Source: an optimization exercise on an open RTL-to-GDS flow (aim: small area). Production flows keep margins and buffers that such runs may drop. Only simulation tests tie the RTL to the original design; equivalence was not proved. No activity file was given, so power comes from the tool's default toggle rates.

## KSmod_32_latency_5
module KSmod_32_latency_5 (
  input         clk,
  input  [63:0] share0_in,
  input  [63:0] share1_in,
  input  [26:0] rand_bit_share0,
  input  [26:0] rand_bit_share1,
  output [31:0] o_share0,
  output [31:0] o_share1
);
  reg [26:0] rnd2, rnd3, rnd4, rnd5;
  always @(posedge clk) begin
    rnd2 <= rand_bit_share0; rnd3 <= rnd2; rnd4 <= rnd3; rnd5 <= rnd4;
  end
  wire v0_0_s0 = share0_in[0];
  wire v0_0_s1 = share1_in[0];
  wire v0_1_s0 = share0_in[0] ^ share0_in[32];
  wire v0_1_s1 = share1_in[0] ^ share1_in[32];
  wire v0_2_s0 = share0_in[1];
  wire v0_2_s1 = share1_in[1];
  wire v0_3_s0 = share0_in[1] ^ share0_in[33];
  wire v0_3_s1 = share1_in[1] ^ share1_in[33];
  wire v0_4_s0 = share0_in[10];
  wire v0_4_s1 = share1_in[10];
  wire v0_5_s0 = share0_in[10] ^ share0_in[42];
  wire v0_5_s1 = share1_in[10] ^ share1_in[42];
  wire v0_6_s0 = share0_in[11];
  wire v0_6_s1 = share1_in[11];
  wire v0_7_s0 = share0_in[11] ^ share0_in[43];
  wire v0_7_s1 = share1_in[11] ^ share1_in[43];
  wire v0_8_s0 = share0_in[12];
  wire v0_8_s1 = share1_in[12];
  wire v0_9_s0 = share0_in[12] ^ share0_in[44];
  wire v0_9_s1 = share1_in[12] ^ share1_in[44];
  wire v0_10_s0 = share0_in[13];
  wire v0_10_s1 = share1_in[13];
  wire v0_11_s0 = share0_in[13] ^ share0_in[45];
  wire v0_11_s1 = share1_in[13] ^ share1_in[45];
  wire v0_12_s0 = share0_in[14];
  wire v0_12_s1 = share1_in[14];
  wire v0_13_s0 = share0_in[14] ^ share0_in[46];
  wire v0_13_s1 = share1_in[14] ^ share1_in[46];
  wire v0_14_s0 = share0_in[15];
  wire v0_14_s1 = share1_in[15];
  ...
Size in the first run: about 250 I/O pins.
clock: 5.0 ns
lec_check: 0
cap_margin: 20
core_margin: 2
core_utilization: 80
cts_cluster_diameter: 60
cts_cluster_size: 30
slew_margin: 20
run.sh (not shown) runs the stock make flow with config.mk's settings and CLKGATE_MAP_FILE= SYNTH_SCRIPT=/design/flow/synth_recipe.tcl, a recipe that flattens the netlist after the stock synthesis.
The baseline completed with no timing, DRC or antenna violations.
Edit:
Settings changed: CORE_UTILIZATION 80 to 65.
Die area came out higher by 23%.
Design area grows by 1.8%.
Register-to-register slack loses 0.12 ns.
Worst hold slack is worse by 0.0064 ns.
Edit:
Settings changed: ABC_AREA from default to 1, CTS_CLUSTER_DIAMETER 60 to default, CTS_CLUSTER_SIZE 30 to default.
After rerunning:
- The new run finished clean
- clock power rose by 51%
- global-route usage went up by 3.9 points
- cell count increases by 35%
- wire length rose by 22%
- synthesized area grows by 9.3%
- sequential power is about the same
- worst setup slack gains 0.17 ns
- die area is higher by 9.2%
- worst hold slack loses 0.012 ns
- total power climbs by 11%
Edit:
==> flow/flow/run.sh (new file) <==
#!/bin/bash
set -euo pipefail
export BUFFER_PORTS_ARGS="-buffer_cell sky130_fd_sc_hd__buf_1"
bash standard.sh > standard.log 2>&1
==> flow/standard.sh (new file) <==
#!/bin/bash
# synth_recipe.tcl (not shown) runs the flow's synth.tcl, then flattens the netlist and writes it again
# the make line also repeats each setting of config.mk as NAME=value (left out here)
make -C /OpenROAD-flow-scripts/flow DESIGN_CONFIG=/design/flow/config.mk WORK_HOME=/design/flow/orfs CLKGATE_MAP_FILE= SYNTH_SCRIPT=/design/flow/synth_recipe.tcl "${@:-finish}"
Settings changed: ABC_AREA 1 to default, CORE_UTILIZATION 65 to 80, CTS_CLUSTER_DIAMETER from default to 60, CTS_CLUSTER_SIZE from default to 30.
removed: flow/run.sh
Cell count goes down by about 30%.
Via count goes down by about 23%.
Die area goes down by 25%.
Maximum frequency goes up by 5.2%.
Worst setup slack gets better by 0.17 ns.
Routed wire length goes down by 18%.
Sequential cell count is unchanged.
Utilization goes up by 10 points.
First-iteration DRC count goes down by 18%.

--- another note on this design; it stands on its own ---

==> inputs of job 947 <==
Design KSmod_32_latency_5, start of the top module:
module KSmod_32_latency_5 (
  input         clk,
  input  [63:0] share0_in,
  input  [63:0] share1_in,
  input  [26:0] rand_bit_share0,
  input  [26:0] rand_bit_share1,
  output [31:0] o_share0,
  output [31:0] o_share1
);
clock: 5.0 ns
lec_check: 0
abc_clock_period_in_ps: 20000
cap_margin: 20
core_margin: 2
core_utilization: 80
cts_cluster_diameter: 60
cts_cluster_size: 30
slew_margin: 20
standard.sh (not shown) runs the stock make flow with config.mk's settings and CLKGATE_MAP_FILE= SYNTH_SCRIPT=/design/flow/synth_recipe.tcl, a recipe that flattens the netlist after the stock synthesis.
==> flow/flow/run.sh <==
#!/bin/bash
set -euo pipefail
export BUFFER_PORTS_ARGS="-buffer_cell sky130_fd_sc_hd__buf_1"
export CTS_ARGS="-sink_clustering_enable -repair_clock_nets -sink_clustering_size 40 -sink_clustering_max_diameter 50 -dont_use_dummy_load"
bash standard.sh > standard.log 2>&1
==> job 7906: changes against job 947 <==
==> flow/flow/run.sh (replaced) <==
#!/bin/bash
set -euo pipefail
export BUFFER_PORTS_ARGS="-buffer_cell sky130_fd_sc_hd__buf_1"
export CTS_ARGS="-sink_clustering_enable -repair_clock_nets -sink_clustering_size 30 -sink_clustering_max_diameter 60 -dont_use_dummy_load"
bash standard.sh > standard.log 2>&1
ABC_CLOCK_PERIOD_IN_PS = default   (was 20000)
==> job 5114: changes against job 947 <==
==> flow/flow/run.sh (replaced) <==
#!/bin/bash
set -euo pipefail
export BUFFER_PORTS_ARGS="-buffer_cell sky130_fd_sc_hd__buf_1"
export CTS_ARGS="-sink_clustering_enable -repair_clock_nets -sink_clustering_size 30 -sink_clustering_max_diameter 60 -dont_use_dummy_load"
bash standard.sh > standard.log 2>&1
ABC_CLOCK_PERIOD_IN_PS = default   (was 20000)
CORE_UTILIZATION = 88   (was 80)
==> comparison table <==
                                                              job 947        job 7906        job 5114
Outcome                                                finished clean  finished clean  finished clean
Global-route total usage across every layer                     0.359           0.351           0.453
Count of vias placed by the detailed router                     24661           24296           26538
Maximum achievable frequency                                  315 MHz         313 MHz         299 MHz
Critical path destination                                 o_share1[6]     o_share0[6]     o_share1[6]
WL met1                                                       39.7 mm         39.4 mm         38.6 mm
HP Start                                                     l3_34_s1        l3_33_s1         rnd3[0]
Starting density of the core                                    0.807           0.807           0.888
DR iter-0 viols                                                  1704            1604            2780
Metal3 WL                                                     8.12 mm         7.57 mm         12.4 mm
Slew margin rel.                                                0.248           0.235           0.191
Proportion of cell area occupied by multi-input gates           0.361           0.366           0.367
Switching part of the total power                               0.367           0.370           0.385
Final Worst Setup Slack                                       1.83 ns         1.81 ns         1.65 ns
Period utilization                                              0.634           0.639           0.670
Worst-path clk slew                                           0.09 ns         0.10 ns         0.11 ns
Finished Layout Cells                                            4580            4556            4481
Area grow syn2layout                                            6.64%           5.36%           5.02%
Estimated wirelength of the detail-placed design              77.7 mm         77.7 mm         82.5 mm
Hold worst-path end                                          l4_30_s1        l4_29_s1         rnd4[0]
Layout Cell Area excl Fill                                 45000 um^2      44500 um^2      44300 um^2
Endpoint of the worst-slack reg-to-reg timing path           c0_P3_13        l4_67_s1         c1_P3_9
Final-layout clock-cell area share                             0.0411          0.0298          0.0288
Final-stage net count                                            4133            4111            4109
Detailed-route vias per instance                                 5.38            5.33            5.92
Number of antenna cells inserted                                    6               4               4

-- afterwards: timing with drivers on the ports --
The results above use ideal ports. As a check the final layouts listed here were re-extracted and re-timed, cells and wires unchanged. Step 1 assumes that a clkbuf_16 drives the clock port and a buf_2 every other input. Step 2 adds t to the input delays and takes it off the output delays; t is the mean of the earliest and latest rising clock arrival at the registers after step 1. Input paths then give back, and output paths get back, about the clock's delay inside the block. a / b / c = ideal ports / drivers / drivers and shift; a / b = the first two.
run | shift t [ns] | setup slack, ns | worst setup path after step 2 | clock arrival spread, ns | worst data-port slew with drivers (ns)
the first run of note 1 | 0.724 | 1.388 / 1.322 / 1.730 | input to output | 0.029 / 0.029 | 0.07
the second run of note 1 | 0.705 | 1.341 / 1.270 / 1.717 | input to output | 0.037 / 0.037 | 0.06
the third run of note 1 | 0.778 | 1.506 / 1.437 / 1.708 | input to output | 0.027 / 0.026 | 0.05
the fourth run of note 1 | 0.720 | 1.679 / 1.616 / 2.337 | register to output | 0.030 / 0.029 | 0.08
job 947 | 0.675 | 1.830 / 1.767 / 2.442 | register to output | 0.068 / 0.068 | 0.07
job 7906 | 0.680 | 1.806 / 1.743 / 2.423 | register to output | 0.062 / 0.062 | 0.07
job 5114 | 0.701 | 1.652 / 1.589 / 2.289 | register to output | 0.043 / 0.043 | 0.07
After both steps setup and hold are still met in every run listed.
